This is an optimization exercise on Yosys and OpenROAD, whose aim is small area, a short achievable clock period and few clock cycles per item, not a production implementation.
Where RTL was checked, it was by simulation tests only, not by an equivalence proof against the original.

==> flow/design.v (excerpt) <==
module Final(
    rst_n,
    clk,
    in_valid,
    weight_valid,
    I,
    W,
    out_valid,
    OUT
);
Size in the first run: ~1400 cells after synthesis, roughly 190 flip-flops, about 270 I/O pins, ~19000 sq um of cells after synthesis.
==> flow/config.mk <==
export PLATFORM = sky130hd
export DESIGN_NAME = Final
export DESIGN_NICKNAME = Final
export VERILOG_FILES = /design/flow/design.v
export SDC_FILE = /design/flow/constraint.sdc
export NUM_CORES = 4
export LEC_CHECK = 0
export CAP_MARGIN = 20
export CORE_MARGIN = 2
export CORE_UTILIZATION = 40
export SETUP_SLACK_MARGIN = 3.5
export SLEW_MARGIN = 20
export SYNTH_HIERARCHICAL = 1
==> flow/constraint.sdc <==
create_clock -name core_clock -period 10.0 [get_ports {clk}]
set_input_delay 2.0000 -clock core_clock [delete_from_list [all_inputs] [get_ports {clk}]]
set_output_delay 2.0000 -clock core_clock [all_outputs]
set_load 0.01 [all_outputs]
standard.sh (not shown) runs the stock make flow with config.mk's settings and CLKGATE_MAP_FILE= SYNTH_SCRIPT=/design/flow/synth_recipe.tcl, a recipe that flattens the netlist after the stock synthesis.
==> flow/flow/run.sh <==
#!/bin/bash
# Own layout flow: the standard flow (standard.sh, unchanged synthesis and
# steps) with the port buffers made from the small sky130_fd_sc_hd__buf_1
# instead of the default delay buffer. Each tool's output goes to a log here.
set -euo pipefail
export BUFFER_PORTS_ARGS="-buffer_cell sky130_fd_sc_hd__buf_1"
bash standard.sh > standard_flow.log 2>&1
The starting point completed with no timing, DRC or antenna violations.
Testbench counts at the start, summed over its fixed seeds: cycles 3,200, items 3,200.
Rerun with:
SETUP_SLACK_MARGIN = 4.5   (was 3.5)
The changed run completed with no timing, DRC or antenna violations.
Setup slack improves by 0.53 ns.
First-iteration DRC count is higher by 21%.
Via count went up by 1.8%.
Sequential share of layout area decreases by 1.9 points.
Global-route usage rises by 2.5 points.
Die area is unchanged.
Utilization came out higher by 4.6 points.
Count of clock-buffer cells in the layout fell by 1.
Rerun with:
==> flow/flow/run.sh (replaced) <==
#!/bin/bash
# Own layout flow: the standard flow (standard.sh, unchanged synthesis and
# steps) with
#  - port buffers made from the small sky130_fd_sc_hd__buf_1 instead of the
#    default delay buffer;
#  - clock tree synthesis without dummy loads and with smaller clock buffers.
# The make output goes to standard_flow.log here; ORFS keeps each step's log
# under orfs/logs.
set -euo pipefail
export BUFFER_PORTS_ARGS="-buffer_cell sky130_fd_sc_hd__buf_1"
export CTS_ARGS="-sink_clustering_enable -sink_clustering_size 14 -repair_clock_nets -dont_use_dummy_load -buf_list {sky130_fd_sc_hd__clkbuf_4 sky130_fd_sc_hd__clkbuf_8} -root_buf sky130_fd_sc_hd__clkbuf_8"
bash standard.sh > standard_flow.log 2>&1
SETUP_SLACK_MARGIN = 4   (was 4.5)
- area after synthesis is unchanged
- non-clock buffer count falls by 23
- critical path depth drops by 1
- cell area goes down by about 10%


## alpha
Another version of the RTL of Final (not shown whole).
Size in the first run: about 1400 cells after synthesis, ~190 flip-flops, ~270 I/O pins, ~0.018 sq mm of cells after synthesis.
export LEC_CHECK = 0
export CAP_MARGIN = 20
export CORE_MARGIN = 2
export CORE_UTILIZATION = 40
export SETUP_SLACK_MARGIN = 4
export SLEW_MARGIN = 20
export SYNTH_HIERARCHICAL = 1
create_clock -name core_clock -period 10.0 [get_ports {clk}]
==> flow/flow/run.sh <==
#!/bin/bash
# Own layout flow: the standard flow (standard.sh, unchanged synthesis and
# steps) with
#  - port buffers made from the small sky130_fd_sc_hd__buf_1 instead of the
#    default delay buffer;
#  - clock tree synthesis without dummy loads and with smaller clock buffers.
# The make output goes to standard_flow.log here; ORFS keeps each step's log
# under orfs/logs.
set -euo pipefail
export BUFFER_PORTS_ARGS="-buffer_cell sky130_fd_sc_hd__buf_1"
export CTS_ARGS="-sink_clustering_enable -repair_clock_nets -dont_use_dummy_load -buf_list {sky130_fd_sc_hd__clkbuf_8} -root_buf sky130_fd_sc_hd__clkbuf_16"
bash standard.sh > standard_flow.log 2>&1
Testbench counts of alpha, summed over its fixed seeds: cycles 3,200, items 3,200.
[inputs] beta vs alpha
-- flow/flow/run.sh --
<<< alpha, line 11
export CTS_ARGS="-sink_clustering_enable -repair_clock_nets -dont_use_dummy_load -buf_list {sky130_fd_sc_hd__clkbuf_8} -root_buf sky130_fd_sc_hd__clkbuf_16"
>>> beta, line 11
export CTS_ARGS="-sink_clustering_enable -sink_buffer_max_cap_derate 0.6 -repair_clock_nets -dont_use_dummy_load -buf_list {sky130_fd_sc_hd__clkbuf_4 sky130_fd_sc_hd__clkbuf_8} -root_buf sky130_fd_sc_hd__clkbuf_8"
==> results.txt <==
Between beta and alpha, the met2 track demand over resource does not differ in any meaningful way.
Between beta and alpha, the difference in design area is negligible.
Global router's overall resource usage delta (alpha -> beta): insignificant
On fmax, alpha tracks beta almost exactly.
Flip-flop and latch area delta (beta -> alpha): insignificant
--- input diff beta..gamma ---
-- flow/flow/run.sh --
<<< beta, line 11
export CTS_ARGS="-sink_clustering_enable -sink_buffer_max_cap_derate 0.6 -repair_clock_nets -dont_use_dummy_load -buf_list {sky130_fd_sc_hd__clkbuf_4 sky130_fd_sc_hd__clkbuf_8} -root_buf sky130_fd_sc_hd__clkbuf_8"
>>> gamma, line 11
export CTS_ARGS="-sink_clustering_enable -repair_clock_nets -dont_use_dummy_load -buf_list {sky130_fd_sc_hd__clkbuf_8 sky130_fd_sc_hd__clkbuf_16} -root_buf sky130_fd_sc_hd__clkbuf_16"
--- outcome ---
- Standard cell area after detailed placement came out exactly the same in gamma and beta.
- Final critical delay including setup and external delays (lower): beta
- Re simple logic cell fraction of the synthesized area: no difference whatsoever between gamma and beta.
- Higher layout filler cell count goes to beta over gamma.
- Across both runs, cell area after layout was higher for gamma than for beta.
- Met2 layer wire length in the routed design, gamma and beta: higher on gamma
- The final reports for gamma and beta show required time at the worst-slack endpoint higher in the former.
- The core of gamma is more densely filled than that of beta.
- Comparing gamma and beta, the higher met3 layer wire length in the routed design is on gamma.
## Diff of input files: delta against gamma
-- flow/flow/run.sh --
<<< gamma, line 11
export CTS_ARGS="-sink_clustering_enable -repair_clock_nets -dont_use_dummy_load -buf_list {sky130_fd_sc_hd__clkbuf_8 sky130_fd_sc_hd__clkbuf_16} -root_buf sky130_fd_sc_hd__clkbuf_16"
>>> delta, line 11
export CTS_ARGS="-sink_clustering_enable -sink_clustering_size 10 -sink_clustering_max_diameter 40 -repair_clock_nets -dont_use_dummy_load -buf_list {sky130_fd_sc_hd__clkbuf_4 sky130_fd_sc_hd__clkbuf_8} -root_buf sky130_fd_sc_hd__clkbuf_8"
==> comparison <==
- delta: full flow OK, the timing, design-rule and antenna checks passed
- The synthesis-to-layout area growth in delta was lower than what gamma gave.
- When delta is set beside gamma, its number of global-route vias before repair turns out to be 46 larger.
- | non-clock buffer instance count of the final layout | delta vs gamma | 1 lower |
- As far as number of synthesized flops with an enable pin goes, gamma and delta are indistinguishable; the numbers are identical.
- Of the two values seen for type of the worst setup path, input pin to register was produced by gamma and register to primary output by delta.
- In the metrics for gamma and delta, the one carrying the lower final period utilization is delta.
- The setup slack of delta is larger than that of gamma.
- Comparing gamma and delta, the higher final critical delay including setup and external delays was measured on gamma.
What epsilon does differently from delta at the input level:
-- flow/flow/run.sh --
<<< delta, line 11
export CTS_ARGS="-sink_clustering_enable -sink_clustering_size 10 -sink_clustering_max_diameter 40 -repair_clock_nets -dont_use_dummy_load -buf_list {sky130_fd_sc_hd__clkbuf_4 sky130_fd_sc_hd__clkbuf_8} -root_buf sky130_fd_sc_hd__clkbuf_8"
>>> epsilon, line 11
export CTS_ARGS="-sink_clustering_enable -sink_buffer_max_cap_derate 0.8 -repair_clock_nets -dont_use_dummy_load -buf_list {sky130_fd_sc_hd__clkbuf_4 sky130_fd_sc_hd__clkbuf_8} -root_buf sky130_fd_sc_hd__clkbuf_8"
==> results.txt <==
From delta to epsilon, overall fraction of global-route tracks in use did not move at all. Status: global-route congestion overflow total parity (delta, epsilon). Re routed via count: no difference whatsoever between delta and epsilon. On setup slack, delta and epsilon are neck and neck.


RTL: one of the versions met above, not the one the previous note started from.
For scale: ~1400 cells after synthesis, roughly 270 I/O pins.
==> flow/config.mk <==
export PLATFORM = sky130hd
export DESIGN_NAME = Final
export DESIGN_NICKNAME = Final
export VERILOG_FILES = /design/flow/design.v
export SDC_FILE = /design/flow/constraint.sdc
export NUM_CORES = 4
export LEC_CHECK = 0
export CAP_MARGIN = 20
export CORE_MARGIN = 2
export CORE_UTILIZATION = 40
export SETUP_SLACK_MARGIN = 4
export SLEW_MARGIN = 20
export SYNTH_HIERARCHICAL = 1
==> flow/constraint.sdc <==
create_clock -name core_clock -period 10.0 [get_ports {clk}]
set_input_delay 2.0000 -clock core_clock [delete_from_list [all_inputs] [get_ports {clk}]]
set_output_delay 2.0000 -clock core_clock [all_outputs]
set_load 0.01 [all_outputs]
==> flow/flow/run.sh <==
#!/bin/bash
# Own layout flow: the standard flow (standard.sh, unchanged synthesis and
# steps) with the port buffers made from the small sky130_fd_sc_hd__buf_1
# instead of the default delay buffer. Each tool's output goes to a log here.
set -euo pipefail
export BUFFER_PORTS_ARGS="-buffer_cell sky130_fd_sc_hd__buf_1"
bash standard.sh > standard_flow.log 2>&1
The baseline went through all stages and came out clean.
Testbench counts at the start, summed over its fixed seeds: cycles 3,200, items 3,200.
Edit:
==> flow/flow/run.sh (replaced) <==
#!/bin/bash
# Own layout flow: the standard flow (standard.sh, unchanged synthesis and
# steps) with
#  - port buffers made from the small sky130_fd_sc_hd__buf_1 instead of the
#    default delay buffer;
#  - clock tree synthesis without dummy loads and with smaller clock buffers.
# The make output goes to standard_flow.log here; ORFS keeps each step's log
# under orfs/logs.
set -euo pipefail
export BUFFER_PORTS_ARGS="-buffer_cell sky130_fd_sc_hd__buf_1"
export CTS_ARGS="-sink_clustering_enable -repair_clock_nets -dont_use_dummy_load -buf_list {sky130_fd_sc_hd__clkbuf_4 sky130_fd_sc_hd__clkbuf_8} -root_buf sky130_fd_sc_hd__clkbuf_8"
bash standard.sh > standard_flow.log 2>&1
Via count falls by 1.4%.
Cell area falls by 2.4%.
Hold slack hardly moves.
Wire length falls by 1.6%.
Setup slack got worse by 0.019 ns.
Critical path depth does not change.
Edit:
==> flow/flow/run.sh (replaced) <==
#!/bin/bash
# Own layout flow: the standard flow (standard.sh, unchanged synthesis and
# steps) with the port buffers made from the small sky130_fd_sc_hd__buf_1
# instead of the default delay buffer. Each tool's output goes to a log here.
set -euo pipefail
export BUFFER_PORTS_ARGS="-buffer_cell sky130_fd_sc_hd__buf_1"
bash standard.sh > standard_flow.log 2>&1
- SETUP_SLACK_MARGIN: 4 -> 3.0
The new run produced a clean layout.
Hold slack is better by 0.011 ns.
Critical path depth does not change.
Design area barely changes.
Edit:
==> flow/flow/run.sh (replaced) <==
#!/bin/bash
# Own layout flow: the standard flow (standard.sh, unchanged synthesis and
# steps) with
#  - port buffers made from the small sky130_fd_sc_hd__buf_1 instead of the
#    default delay buffer;
#  - clock tree synthesis without dummy loads and with smaller clock buffers.
# The make output goes to standard_flow.log here; ORFS keeps each step's log
# under orfs/logs.
set -euo pipefail
export BUFFER_PORTS_ARGS="-buffer_cell sky130_fd_sc_hd__buf_1"
export CTS_ARGS="-sink_clustering_enable -repair_clock_nets -dont_use_dummy_load -buf_list {sky130_fd_sc_hd__clkbuf_8 sky130_fd_sc_hd__clkbuf_16} -root_buf sky130_fd_sc_hd__clkbuf_16"
bash standard.sh > standard_flow.log 2>&1
- ABC_CLOCK_PERIOD_IN_PS: default -> 2000
- SETUP_SLACK_MARGIN: 3.0 -> 4
Result: Final cell count barely changes; sequential share of layout area went down by 0.32 points.


Starting RTL as in the previous note.
## Final
module Final(
    rst_n,
    clk,
    in_valid,
    weight_valid,
    I,
    W,
    out_valid,
    OUT
);
Settings: LEC_CHECK=0, CAP_MARGIN=20, CORE_MARGIN=2, CORE_UTILIZATION=40, SETUP_SLACK_MARGIN=4.2, SLEW_MARGIN=20, SYNTH_HIERARCHICAL=1; clock period 10.0 ns.
==> flow/flow/run.sh <==
#!/bin/bash
# Own layout flow: the standard flow (standard.sh, unchanged synthesis and
# steps) with
#  - port buffers made from the small sky130_fd_sc_hd__buf_1 instead of the
#    default delay buffer;
#  - clock tree synthesis without dummy loads and with smaller clock buffers.
# The make output goes to standard_flow.log here; ORFS keeps each step's log
# under orfs/logs.
set -euo pipefail
export BUFFER_PORTS_ARGS="-buffer_cell sky130_fd_sc_hd__buf_1"
export CTS_ARGS="-sink_clustering_enable -repair_clock_nets -dont_use_dummy_load -buf_list {sky130_fd_sc_hd__clkbuf_4 sky130_fd_sc_hd__clkbuf_8} -root_buf sky130_fd_sc_hd__clkbuf_8"
bash standard.sh > standard_flow.log 2>&1
The baseline passed the timing, design-rule and antenna checks.
Testbench counts at the start, summed over its fixed seeds: cycles 3,200, items 3,200.
Edit:
--- a/flow/flow/run.sh
+++ b/flow/flow/run.sh
@@ -9,4 +9,4 @@
 set -euo pipefail
 export BUFFER_PORTS_ARGS="-buffer_cell sky130_fd_sc_hd__buf_1"
-export CTS_ARGS="-sink_clustering_enable -repair_clock_nets -dont_use_dummy_load -buf_list {sky130_fd_sc_hd__clkbuf_4 sky130_fd_sc_hd__clkbuf_8} -root_buf sky130_fd_sc_hd__clkbuf_8"
+export CTS_ARGS="-sink_clustering_enable -repair_clock_nets -dont_use_dummy_load -buf_list {sky130_fd_sc_hd__clkbuf_8 sky130_fd_sc_hd__clkbuf_16} -root_buf sky130_fd_sc_hd__clkbuf_16"
 bash standard.sh > standard_flow.log 2>&1
SETUP_SLACK_MARGIN = 4   (was 4.2)
After rerunning: Worst setup slack degrades by 0.10 ns; clock-buffer cell count is unchanged; global-route usage shrinks by 0.88 points; routed wire length fell by 2.9%; via count went up by 1.8%.
Edit:
==> flow/run.sh (new file) <==
#!/bin/bash
# synth_recipe.tcl (not shown) runs the flow's synth.tcl, then flattens the netlist and writes it again
# the make line also repeats each setting of config.mk as NAME=value (left out here)
make -C /OpenROAD-flow-scripts/flow DESIGN_CONFIG=/design/flow/config.mk WORK_HOME=/design/flow/orfs CLKGATE_MAP_FILE= SYNTH_SCRIPT=/design/flow/synth_recipe.tcl finish
SETUP_SLACK_MARGIN = 5   (was 4)
removed: flow/flow/run.sh
removed: flow/standard.sh
Result: The new run produced a clean layout. Utilization increases by 9.1 points. Routed wire length increases by 6.2%. Cell area increases by 19%. Via count increases by 0.33%. Non-clock buffer count increases by 52. Worst hold slack barely changes. Die area stays the same.


## run A
Final, a different RTL version from the one above (not shown whole).
For scale: ~1500 cells after synthesis, ~190 flip-flops, ~270 I/O pins, roughly 0.018 mm² of cells after synthesis.
## Final
module Final(
    rst_n,
    clk,
    in_valid,
    weight_valid,
    I,
    W,
    out_valid,
    OUT
);
Settings: LEC_CHECK=0, CAP_MARGIN=20, CORE_MARGIN=2, CORE_UTILIZATION=40, SETUP_SLACK_MARGIN=4.5, SLEW_MARGIN=20, SYNTH_HIERARCHICAL=1; clock period 10.0 ns.
==> flow/flow/run.sh <==
#!/bin/bash
# Own layout flow: the standard flow (standard.sh, unchanged synthesis and
# steps) with the port buffers made from the small sky130_fd_sc_hd__buf_1
# instead of the default delay buffer. Each tool's output goes to a log here.
set -euo pipefail
export BUFFER_PORTS_ARGS="-buffer_cell sky130_fd_sc_hd__buf_1"
bash standard.sh > standard_flow.log 2>&1
Changes in run B relative to run A:
# run A
export LEC_CHECK = 0
export CAP_MARGIN = 20
export CORE_MARGIN = 2
export CORE_UTILIZATION = 40
export SETUP_SLACK_MARGIN = 4.5
export SLEW_MARGIN = 20
export SYNTH_HIERARCHICAL = 1
create_clock -name core_clock -period 10.0 [get_ports {clk}]
# run B
export LEC_CHECK = 0
export CAP_MARGIN = 20
export CORE_MARGIN = 2
export CORE_UTILIZATION = 40
export SETUP_SLACK_MARGIN = 3.5
export SLEW_MARGIN = 20
export SYNTH_HIERARCHICAL = 1
create_clock -name core_clock -period 10.0 [get_ports {clk}]
Results
- As of run B, wire length of the first global-routing pass had fallen by more than 10% compared to run A.
- Compared with run A, in run B wire length on met3 went down about 25%; register cell area after layout held; routed length on met1 went down about 10%; clock edge transition at the registers on the reported setup and hold paths held.
- In run B, share of the clock period used by the worst path is higher than in run A.
- Taking run A as the reference, in run B share of cell area taken by flip-flops and latches now larger.
Edits applied to the flow inputs when going from run B to run C:
# run B
export LEC_CHECK = 0
export CAP_MARGIN = 20
export CORE_MARGIN = 2
export CORE_UTILIZATION = 40
export SETUP_SLACK_MARGIN = 3.5
export SLEW_MARGIN = 20
export SYNTH_HIERARCHICAL = 1
create_clock -name core_clock -period 10.0 [get_ports {clk}]
# run C
export LEC_CHECK = 0
export CAP_MARGIN = 20
export CORE_MARGIN = 2
export CORE_UTILIZATION = 40
export SETUP_SLACK_MARGIN = 4
export SLEW_MARGIN = 20
export SYNTH_HIERARCHICAL = 1
create_clock -name core_clock -period 10.0 [get_ports {clk}]
==> flow/flow/run.sh <==
#!/bin/bash
# Own layout flow: the standard flow (standard.sh, unchanged synthesis and
# steps) with
#  - port buffers made from the small sky130_fd_sc_hd__buf_1 instead of the
#    default delay buffer;
#  - clock tree synthesis without dummy loads and with smaller clock buffers.
# The make output goes to standard_flow.log here; ORFS keeps each step's log
# under orfs/logs.
set -euo pipefail
export BUFFER_PORTS_ARGS="-buffer_cell sky130_fd_sc_hd__buf_1"
export CTS_ARGS="-sink_clustering_enable -sink_clustering_size 14 -repair_clock_nets -dont_use_dummy_load -buf_list {sky130_fd_sc_hd__clkbuf_4 sky130_fd_sc_hd__clkbuf_8} -root_buf sky130_fd_sc_hd__clkbuf_8"
bash standard.sh > standard_flow.log 2>&1
## What came out
- Run C | stages: all done | timing, DRC, antenna: all pass
- Diff run B -> run C: number of fillers in the final layout fell about 1.6%; length of routed wiring on met1 went up about 12%; number of flip-flops and latches in the synthesized netlist about even.
- | average routed wire per standard cell | lower: run B |
Input-level comparison between run D and run C:
==> flow/flow/run.sh <==
#!/bin/bash
# Own layout flow: the standard flow (standard.sh, unchanged synthesis and
# steps) with the port buffers made from the small sky130_fd_sc_hd__buf_1
# instead of the default delay buffer. Each tool's output goes to a log here.
set -euo pipefail
export BUFFER_PORTS_ARGS="-buffer_cell sky130_fd_sc_hd__buf_1"
bash standard.sh > standard_flow.log 2>&1
### Flow results
- Having completed the whole flow, run D delivered a layout that passed the timing, design-rule and antenna checks.
- Total number of vias, run D vs run C: up slightly
- Of the two candidates, run C has the better global-route wire length before repair and run D the worse one.
- Run C → run D: design area went up about 4.5%, final worst-path setup slack shows a reduction of 0.010 ns.
Function was not checked in any run of this note: the RTL went through the layout flow alone.

## what the ideal ports hide
Ports are ideal in the flow. The routed layouts listed here were re-timed in OpenROAD. Step 1: set_driving_cell puts a clkbuf_16 on clk and a buf_2 on each other input, an assumption about the parent block. Step 2 moves the port delays by t, midway between the first and last clock arrival at a register: inputs arrive t later, outputs are due t later. That takes back most of the time a late clock gives input paths. Slacks: ideal ports / drivers / drivers and shift; pairs: ideal ports / drivers.
run | t, ns | setup WS [ns] | slew at the worst register clock pin (ns) | pins driven straight from the clock port
the first run of note 1 | 0.530 | 3.637 / 3.637 / 3.108 | 0.08 / 0.08 | 1
the second run of note 1 | 0.565 | 4.170 / 4.040 / 3.475 | 0.09 / 0.09 | 1
the third run of note 1 | 0.574 | 4.044 / 3.918 / 3.344 | 0.12 / 0.12 | 1
alpha | 0.512 | 4.044 / 3.864 / 3.351 | 0.12 / 0.12 | 1
beta | 0.625 | 4.051 / 3.909 / 3.284 | 0.12 / 0.12 | 1
gamma | 0.549 | 4.022 / 3.892 / 3.342 | 0.08 / 0.08 | 1
delta | 0.625 | 4.051 / 3.909 / 3.284 | 0.12 / 0.12 | 1
epsilon | 0.625 | 4.051 / 3.909 / 3.284 | 0.12 / 0.12 | 1
the first run of note 3 | 0.532 | 4.063 / 3.870 / 3.339 | 0.09 / 0.09 | 1
the second run of note 3 | 0.574 | 4.044 / 3.918 / 3.344 | 0.12 / 0.12 | 1
the third run of note 3 | 0.532 | 3.235 / 3.267 / 2.735 | 0.08 / 0.08 | 1
the fourth run of note 3 | 0.516 | 4.036 / 3.843 / 3.327 | 0.08 / 0.08 | 1
the first run of note 4 | 0.556 | 4.137 / 3.960 / 3.404 | 0.12 / 0.12 | 1
the second run of note 4 | 0.516 | 4.036 / 3.843 / 3.327 | 0.08 / 0.08 | 1
the third run of note 4 | 0.534 | 4.214 / 3.931 / 3.396 | 0.08 / 0.08 | 1
run A | 0.522 | 3.925 / 3.787 / 3.266 | 0.08 / 0.08 | 1
run B | 0.520 | 3.658 / 3.669 / 3.150 | 0.08 / 0.08 | 1
run C | 0.617 | 3.995 / 4.005 / 3.388 | 0.11 / 0.11 | 1
run D | 0.551 | 3.985 / 3.975 / 3.424 | 0.08 / 0.08 | 1
After both steps setup and hold are still met in every run listed. The setup slack of the third run of note 4, which loses most, moves by -0.283 ns with the drivers and by -0.818 ns with both steps.
